Background: an optimization exercise with open tools, aiming at a short achievable clock period and few clock cycles. Do not read the settings as production practice.
No functional check of the RTL was part of this run.
Power is estimated from default activity; no workload was simulated.

[flow/run.sh]
#!/bin/bash
# synth_recipe.tcl (not shown) runs the flow's synth.tcl, then flattens the netlist and writes it again
# the make line also repeats each setting of config.mk as NAME=value (left out here)
make -C /OpenROAD-flow-scripts/flow DESIGN_CONFIG=/design/flow/config.mk WORK_HOME=/design/flow/orfs CLKGATE_MAP_FILE= SYNTH_SCRIPT=/design/flow/synth_recipe.tcl finish
[flow/config.mk]
export PLATFORM = sky130hd
export DESIGN_NAME = TopLevel
export DESIGN_NICKNAME = TopLevel
export VERILOG_FILES = /design/flow/design.v
export SDC_FILE = /design/flow/constraint.sdc
export NUM_CORES = 4
export LEC_CHECK = 0
export ABC_CLOCK_PERIOD_IN_PS = 2000
export CAP_MARGIN = 20
export CORE_MARGIN = 2
export CORE_UTILIZATION = 40
export SETUP_SLACK_MARGIN = 2.3
export SLEW_MARGIN = 20
export TNS_END_PERCENT = 100
[flow/constraint.sdc]
create_clock -name core_clock -period 4.2 [get_ports {Clk}]
set_input_delay 0.8400 -clock core_clock [delete_from_list [all_inputs] [get_ports {Clk}]]
set_output_delay 0.8400 -clock core_clock [all_outputs]
set_load 0.01 [all_outputs]
[flow/design.v]
package definitions;
localparam logic [2:0] _CMP     = 3'b000;
localparam logic [2:0] _BRANCH  = 3'b001;
localparam logic [2:0] _LOAD    = 3'b010;
localparam logic [2:0] _STORE   = 3'b011;
localparam logic [2:0] _XOR     = 3'b100;
localparam logic [2:0] _ADD     = 3'b101;
localparam logic [2:0] _SUB     = 3'b110;
localparam logic [2:0] _LSHIFT  = 3'b111;
endpackage
import definitions::*;
module TopLevel(
	input Reset,    
          Clk,	    
	output logic Ack,	    
	output [9:0] InstAddr,
	input  [8:0] InstData,
	output [7:0] DataAddr,
	output [7:0] DataWrite,
	output       DataWriteEn,
	input  [7:0] DataRead
);
function automatic logic [8:0] padd8(input logic [7:0] a, input logic [7:0] b, input logic cin);
  logic [7:0] g, p, gg, pp, gn, pn;
  logic [8:0] c;
  g = a & b;
  p = a ^ b;
  gg = g; pp = p;
  for (int d = 1; d < 8; d = d * 2) begin
    gn = gg; pn = pp;
    for (int i = d; i < 8; i++) begin
      gn[i] = gg[i] | (pp[i] & gg[i-d]);
      pn[i] = pp[i] & pp[i-d];
    end
    gg = gn; pp = pn;
  end
  c[0] = cin;
  for (int i = 0; i < 8; i++) c[i+1] = gg[i] | (pp[i] & cin);
  padd8 = {c[8], p ^ c[7:0]};
endfunction
function automatic logic [9:0] pinc10(input logic [9:0] a);
  logic [9:0] r;
  for (int i = 0; i < 10; i++) r[i] = a[i] ^ (&(a | ~((10'd1 << i) - 10'd1)));
  pinc10 = r;
endfunction
function automatic logic ge7(input logic [6:0] a, input logic [6:0] b);
  logic [7:0] gt, eq, gt2, eq2;
  for (int i = 0; i < 7; i++) begin
    gt[i] = a[i] & ~b[i];
    eq[i] = ~(a[i] ^ b[i]);
  end
  gt[7] = 1'b0; eq[7] = 1'b1;
  for (int d = 1; d < 8; d = d * 2)
    for (int i = 0; i < 8; i += 2 * d) begin
      gt[i + 2*d - 1] = gt[i + 2*d - 1] | (eq[i + 2*d - 1] & gt[i + d - 1]);
      eq[i + 2*d - 1] = eq[i + 2*d - 1] & eq[i + d - 1];
    end
  ge7 = gt[7] | eq[7];
endfunction
logic [9:0] pc;
logic [7:0] rf [0:7];       
logic       isVal;          
logic       halted;
logic [7:0] valDest;        
logic [7:0] opA, opB, imm;
logic [7:0] shOH;           
logic       xAdd, xSub, xXor, xLsl, xRdx, xInc, xLd, xImm, xShift, xCmp, xSt;
logic       xFc;            
logic [7:0] xWe;            
logic [7:0] resReg;
logic [7:0] rWe;
logic [7:0] curRf [0:7];
always_comb
  for (int i = 0; i < 8; i++) begin
    curRf[i] = rWe[i] ? resReg : rf[i];
    if (i == 7) curRf[i][7] = 1'b0;
  end
always_ff @(posedge Clk)
  for (int i = 0; i < 8; i++)
    if (Reset) rf[i] <= 8'd0;
    else       rf[i] <= curRf[i];
wire [7:0] sumAB  = padd8(opA, opB, 1'b0);
wire [7:0] diffAB = padd8(opA, ~opB, 1'b1);
wire [7:0] incB   = padd8(opB, 8'd0, 1'b1);
logic [7:0] lsl;
always_comb begin
  lsl = 8'd0;
  for (int j = 0; j < 8; j++)
    for (int k = 0; k <= j; k++)
      lsl[j] = lsl[j] | (shOH[k] & opA[j-k]);
end
wire [7:0] lfsr = {1'b0, curRf[7][5:0], ^(curRf[6][6:0] & curRf[7][6:0])};
wire [7:0] misc = ({8{xXor}}   & (opA ^ opB))
                | ({8{xLsl}}   & lsl)
                | ({8{xRdx}}   & {7'b0, ^opB})
                | ({8{xLd}}    & DataRead)
                | ({8{xImm}}   & imm)
                | ({8{xShift}} & lfsr);
wire [7:0] res  = ({8{xAdd}} & sumAB)
                | ({8{xSub}} & diffAB)
                | ({8{xInc}} & incB)
                | misc;
wire       fEx  = (xCmp & (opA[7] ^ opB[7] ^ ge7(opA[6:0], opB[6:0]))) | xFc;
wire [8:0] w  = InstData;
wire [2:0] op = w[8:6];
wire [2:0] fa = w[5:3];
wire [2:0] fb = w[2:0];
wire       run = ~halted;
logic       pendBge, predReg, foldedReg;
logic [9:0] altPc;
logic [4:0] pendIx;
wire        squash = pendBge & (fEx ^ predReg);
wire        go     = run & ~squash;
wire        fUse   = fEx & ~foldedReg;
wire isBrGrp  = ~isVal & (op == _BRANCH);
wire isBr     = isBrGrp & (w[3:0] != 4'd0);
wire isHalt   = isBrGrp & (w[3:0] == 4'd0) & w[5];
wire isShift  = isBrGrp & (w[3:0] == 4'd0) & ~w[5];
wire taken    = isBr & (~w[5] | fUse);
wire isMov1   = ~isVal & (w[8:3] == 6'b111111);
wire isRdx    = ~isVal & (w[8:3] == 6'b111110);
wire isLslA   = ~isVal & (op == _LSHIFT) & (fa[2:1] != 2'b11);
wire isInc    = ~isVal & (op == _CMP) & (fa == 3'b111);
wire isLd     = ~isVal & (op == _LOAD);
wire isSt     = ~isVal & (op == _STORE);
wire isXor    = ~isVal & (op == _XOR);
wire isAdd    = ~isVal & (op == _ADD);
wire isSub    = ~isVal & (op == _SUB);
wire isCmpF   = (op == _CMP);        
wire pNormal  = isVal | ~((op == _BRANCH) | (w[8:3] == 6'b111111));
localparam int NT = 32;
logic       tValid [NT];
logic       tCtx   [NT];      
logic [4:0] tTag   [NT];
logic       tIsB   [NT];      
logic       tIsBge [NT];      
logic       tFus   [NT];      
logic       tFval  [NT];      
logic [7:0] tV     [NT];      
logic [9:0] tT     [NT];      
logic [1:0] tCtr   [NT];      
wire [4:0] ix    = pc[4:0];
wire       hit   = tValid[ix] & (tTag[ix] == pc[9:5]);
wire       seqHit = hit & ~tCtx[ix];
wire       tgtHit = hit &  tCtx[ix];
wire [9:0] eT    = tT[ix];
wire       pred  = tCtr[ix][1];
wire foldB   = seqHit & pNormal & tIsB[ix];
wire foldBge = seqHit & pNormal & tIsBge[ix];
wire fuse    = seqHit & isMov1 & tFus[ix];
wire tgtFold = tgtHit & tIsB[ix];           
wire [9:0] pcInc  = pinc10(pc);
wire [9:0] pcInc2 = {pinc10({1'b0, pc[9:1]}) , pc[0]};
wire [8:0] loSum = padd8({3'b0, pc[4:0]}, {3'b0, w[4:0]}, 1'b0);
wire [4:0] hiP   = pinc10({5'b0, pc[9:5]});
wire [4:0] hiM   = ~pinc10({5'b0, ~pc[9:5]});
wire [4:0] hiBr  = (loSum[5] ^ w[4]) ? (w[4] ? hiM : hiP) : pc[9:5];
wire [9:0] pcBr  = {hiBr, loSum[4:0]};
wire [9:0] pcTk  = tgtFold ? eT : pcBr;
wire [9:0] pcNt  = (foldB | (foldBge & pred)) ? eT
                 : ((foldBge & ~pred) | fuse) ? pcInc2 : pcInc;
wire [9:0] pcNext = squash ? altPc : (taken ? pcTk : pcNt);
logic       seqReg, tkReg;
logic [9:0] prevPc;
wire        wIsBPat   = (op == _BRANCH) & (w[3:0] != 4'd0) & ~w[5];
wire        wIsBgePat = (op == _BRANCH) & (w[3:0] != 4'd0) &  w[5];
wire        wFus      = (op != _CMP) | (fa == fb);
wire        wFval     = (op == _CMP);
wire [4:0]  lx        = prevPc[4:0];
wire        lSame     = tValid[lx] & (tTag[lx] == prevPc[9:5]) & (tCtx[lx] == tkReg);
wire        learn     = ~lSame & ((seqReg & (wIsBPat | wIsBgePat | (isVal & wFus)))
                                | (tkReg & wIsBPat));
wire [7:0] aOH = 8'd1 << fa;
wire [7:0] bOH = 8'd1 << fb;
wire [7:0] weD = isVal ? valDest
               : ({8{isLd | isXor | isAdd | isSub | isLslA}} & aOH)
               | ({8{isMov1 | isRdx | isInc}} & bOH)
               | {isShift, 7'b0};
wire fwdA  = xWe[fa];
wire fwdB  = xWe[fb];
wire fwdA7 = xWe[fa] & (fa != 3'd7);
wire fwdB7 = xWe[fb] & (fb != 3'd7);
wire [7:0] rfA = curRf[fa];
wire [7:0] rfB = curRf[fb];
wire [7:0] rdA = {fwdA7 ? res[7] : rfA[7], fwdA ? res[6:0] : rfA[6:0]};
wire [7:0] rdB = {fwdB7 ? res[7] : rfB[7], fwdB ? res[6:0] : rfB[6:0]};
always_ff @(posedge Clk) begin
  if (Reset) begin
    pc        <= 10'd0;
    isVal     <= 1'b0;
    halted    <= 1'b0;
    valDest   <= 8'd0;
    {xAdd, xSub, xXor, xLsl, xRdx, xInc, xLd, xImm, xShift, xCmp, xSt, xFc} <= '0;
    xWe       <= 8'd0;
    rWe       <= 8'd0;
    pendBge   <= 1'b0;
    foldedReg <= 1'b0;
    seqReg    <= 1'b0;
    tkReg     <= 1'b0;
  end else begin
    pc        <= pcNext;
    isVal     <= go & isMov1 & ~fuse;
    halted    <= halted | (go & isHalt);
    valDest   <= bOH;
    xAdd      <= go & isAdd;
    xSub      <= go & isSub;
    xXor      <= go & isXor;
    xLsl      <= go & (isLslA | (isMov1 & ~fuse));
    xRdx      <= go & isRdx;
    xInc      <= go & isInc;
    xLd       <= go & isLd;
    xImm      <= go & (isVal | fuse);
    xShift    <= go & isShift;
    xCmp      <= go & isCmpF;
    xSt       <= go & isSt;
    xFc       <= go & fuse & tFval[ix];
    xWe       <= {8{go}} & weD;
    rWe       <= xWe;
    pendBge   <= go & ~taken & foldBge;
    foldedReg <= go & (taken ? tgtFold : (foldB | foldBge));
    seqReg    <= go & ~taken & ~foldB & ~foldBge & ~fuse;
    tkReg     <= go & taken & ~tgtFold;
  end
  predReg <= pred;
  altPc   <= pred ? pcInc2 : eT;
  pendIx  <= ix;
  prevPc  <= pc;
  opA    <= rdA;
  opB    <= rdB;
  imm    <= fuse ? tV[ix] : w[7:0];
  shOH   <= bOH;
  resReg <= res;
end
always_ff @(posedge Clk) begin
  for (int i = 0; i < NT; i++) begin
    if (Reset) tValid[i] <= 1'b0;
    else if (learn && lx == i) begin
      tValid[i] <= 1'b1;
      tCtx[i]   <= tkReg;
      tTag[i]   <= prevPc[9:5];
      tIsB[i]   <= wIsBPat;
      tIsBge[i] <= wIsBgePat;
      tFus[i]   <= wFus;
      tFval[i]  <= wFval;
      tV[i]     <= w[7:0];
      tT[i]     <= pcBr;
      tCtr[i]   <= w[4] ? 2'd2 : 2'd1;    
    end else if (pendBge && pendIx == i) begin
      if (fEx) tCtr[i] <= (tCtr[i] == 2'd3) ? 2'd3 : tCtr[i] + 2'd1;
      else     tCtr[i] <= (tCtr[i] == 2'd0) ? 2'd0 : tCtr[i] - 2'd1;
    end
  end
end
assign InstAddr    = pc;
assign DataAddr    = opB;
assign DataWrite   = opA;
assign DataWriteEn = xSt;
assign Ack         = halted;
endmodule
==> run_results.csv <==
group,metric,value,unit
cts,clkTransAtPathRegs,60,ps
die,dieWidth,356,microns
placed_design,pre_cts_ws,-391,ps
setup_path,critical_path_class,"reg -> reg",
pwr,peakVddDrop,389,uV
synth,syn_inst,3644,
synth,synth_top_family_by_area,"compound AO/OA/AOI/OAI gates",
final_layout,seq_area,0.0331,sq mm
drt,drcViolationCount,0,
drt,postRouteAntennaNets,0,
sta,fin_ws,164,ps
sta,slew_headroom,43.4,%
setup_path,start_kind,"register",
sta,worst_slew_pin_slew,848,ps
sta,period_share,96.1,%
global_route,grt_overflow,0,
synth,ys.flop_type,"edfxtp_1",
synth,async_flop_share,0,%
pwr,power.total,0.0271,W
setup_path,worstPathMaxFanout,17,
sta,finalHoldViolations,0,
die,start_util,40.1,%
global_route,grt_use_total,33.5,%
synth,synth.distinct_cells,85,
cts,hold_buffers,0,
flow_run,drv_cap,0,
setup_path,cp_data_arrival_time,4450,ps
die,fp.dieH,356,microns
pwr,power_density,398,mW/mm^2
final_layout,num-nets-final,4410,
synth,synth-seq-cells,1168,
synth,synth_fp_nets,3703,
final_layout,mostFrequentLayoutCells,"edfxtp_1, buf_4, a22oi_1",
drt,drt_first_pass_iters,9,
pwr,leakage,23.8,nW
placed_design,hpwlAfterDp,142000,microns
final_layout,final_common_cell,"edfxtp_1",
drt,num_vias,40400,
outcome,status,"no timing/DRC/antenna violations",
drt,routedWlPerCell,37.7,microns
hold_path,hold_path.class,"reg -> reg",
die,num_rows,129,
die,coreArea,0.123,sq mm
sta,holdWs,471,ps
synth,synthMuxAreaShare,5.13,%
placed_design,gp_congestion,1.08,
die,dieArea,0.127,sq mm
global_route,antenna_found_initial,10,
cts,clock_tree.buffer_depth,3,
sta,setup_viol,0,
setup_path,critPathCaptureType,"register",
drt,dr.first_iter.drc_count,7195,
global_route,grt_pass1_wl,296000,microns
sta,max_freq,248,MHz
synth,synth_simple_gate_area_share,8.82,%
synth,seq_area_frac_synth,66.7,%
final_layout,fillCellCount,9898,
synth,synth-compound-area-share,13.4,%
cts,insertion_delay,750,ps
cts,cts_tree,"yes",
synth,syn_area,0.0495,sq mm
synth,ys.warnings.count,13,
placed_design,io_buffers,46,
synth,synth_adder_area_share,2.34,%
cts,cts_sinks,1168,
global_route,grt_pass1_vias,36700,
sta,finClkSkew,34.7,ps
die,io_pins,47,
final_layout,syn_to_final_growth,37.6,%
synth,synth_edf_count,960,
global_route,grt_max_degree,82,
final_layout,drive_gt1_share,35.1,%
drt,routed_wl,230000,microns
sta,grt_setup_unrepaired,"yes",
synth,synth.avg_cell_area,13.6,sq um
sta,min_period,4040,ps
synth,yosys.area_share.xor_xnor,0.761,%
setup_path,cp.required,4610,ps
cts,cts_max_level,3,
sta,slew_viol_final,0,
final_layout,multiInputGateArea,0.0185,sq mm
cts,root_buffer,"clkbuf_16",
drt,post_drt_via_cell_ratio,6.63,
cts,cts_made_buffers,119,
==> worst max-delay path, cell delays in order, from the launching register on <==
cell	delay, ps
dfxtp_4	420
buf_6	140
nand3b_1	170
buf_4	220
nor2_4	180
a22o_1	190
nor3_1	50
a31oi_1	280
xor2_2	360
a2111oi_4	80
buf_4	170
a41oi_4	250
nand2b_4	90
buf_6	150
buf_16	130
buf_12	130
buf_12	120
buf_4	150
nor2_4	150
buf_12	220
==> path summary, 6_finish.rpt <==
check	from	slack [ps]	end	cells past startpoint
worst max register to register	prevPc[3]	160	tT[29][8]	19
worst max-delay path	prevPc[3]	160	tT[29][8]	19
worst min register to register	xWe[3]	470	rWe[3]	1
worst min-delay path	xWe[3]	470	rWe[3]	1
==> Yosys cell counts (all sizes together), types with 10 or more instances <==
cell type  instances  share of area (%)
a32oi             13               0.23
nand3             86               0.87
nor2b             34               0.43
mux2i            157                3.2
mux2              66                1.5
nand4             74               0.94
clkbuf           182                1.4
xnor2             29               0.51
a21oi            112                1.1
o32a              14               0.28
xor2              14               0.25
nor4bb            13               0.26
mux4              10               0.46
a22oi            211                3.2
a222oi            41               0.83
a221oi           120                2.1
inv               93               0.71
edfxtp           960                 58
a2111oi           13               0.23
o21ai             76               0.77
nand3b            19               0.29
and4b             12               0.24
nor3              44               0.47
and3              15               0.19
a22o             103                1.8
buf               64               0.75
nor2             300                2.3
ha                38               0.96
maj3              64                1.3
o211ai            14               0.21
a31oi             17               0.21
a211oi            17               0.26
or3               12               0.15
and4              10               0.18
dfxtp            208                8.4
and2              11               0.14
o22ai             37               0.47
nand2b            20               0.25
nand2            173                1.3
nor4              14               0.19
o32ai             11               0.19
==> sequential cells by signal, indices dropped and copies added (netlist names), 10 cells and up <==
register / cells
altPc: 10
tFval: 32
rf: 63
tT: 320
tCtx: 32
tTag: 160
tFus: 32
tIsB: 32
pc: 10
tV: 256
tIsBge: 32
prevPc: 10
tValid: 32
tCtr: 64
==> metrics by stage <==
stage / cells / setup TNS [ps] / area [sq um] / util (%)
finish: 6100 / 0 / 68100 / 55.2
global route: 6095 / 0 / 68100 / 55.2
CTS: 5901 / 0 / 62800 / 51.0
detailed placement: 5519 / -4820 / 56100 / 45.5
global placement: 5519 / -4890 / 56100 / 45.5
floorplan: 3644 / 0 / 50400 / -
==> power breakdown <==
part / switching (W) / internal [W] / leakage, nW
Combinational: 0.00213 / 0.00143 / 11.4
Clock: 0.00466 / 0.00605 / 1.91
Sequential: 0.000127 / 0.0127 / 10.4
==> cell type report <==
type                       instances  share of cell area, %
sequential                      1168                   48.6
multi-input combinational       2138                   27.1
timing repair buffer             828                   14.9
clock buffer                     163                   4.90
tap                             1637                   3.01
clock inverter                    64                  0.856
inverter                          95                  0.551
antenna                            6                 0.0220
timing repair inverter             1                 0.0110
==> metal layers <==
metal  global-route usage (%)  vias up  part of all wire (%)
met5                        0        -                 0.048
met4                     16.4       10                   7.2
met3                     9.57      852                    14
met2                     50.2     3389                    43
met1                     44.6    20200                    36
li1                         -    15900                     -
==> repair_timing <==
action                      CTS  global route
resized for setup           254           782
setup endpoints to repair  1611          1581
buffers inserted            130           146
cloned                       25            47
pin swaps                   112           137
==> cells by family (layout without fill, tap and decap cells) <==
family	count (synthesis)	in the layout
multiplexers	233	233
adder cells (fa/ha/maj)	104	104
AO/OA/AOI/OAI	880	882
other	0	6
XOR/XNOR	43	43
buffers and inverters	341	1151
AND/OR/NAND/NOR	875	876
flip-flops	1168	1168

separate check: timing with driven ports:
The results above use ideal ports. As a check the final layout listed here was re-extracted and re-timed, cells and wires unchanged. Step 1 assumes that a clkbuf_16 drives the clock port and a buf_2 every other input. Step 2 moves the port delays by t, midway between the first and last clock arrival at a register: inputs arrive t later, outputs are due t later. That takes back most of the time a late clock gives input paths. Three values: no drivers, after step 1, after step 2; two values: the first two.
shift t [ns]: 0.817
setup WS [ns]: 0.164 / 0.164 / -0.126
hold slack, ns: 0.471 / 0.471 / 0.471
slew at the worst register clock pin (ns): 0.07 / 0.07
cell pins on the clock port's net: 1
Met with ideal ports but missed after step 2: setup timing in this run. The setup slack of this run moves by 0.000 ns with the drivers and by -0.290 ns with both steps.
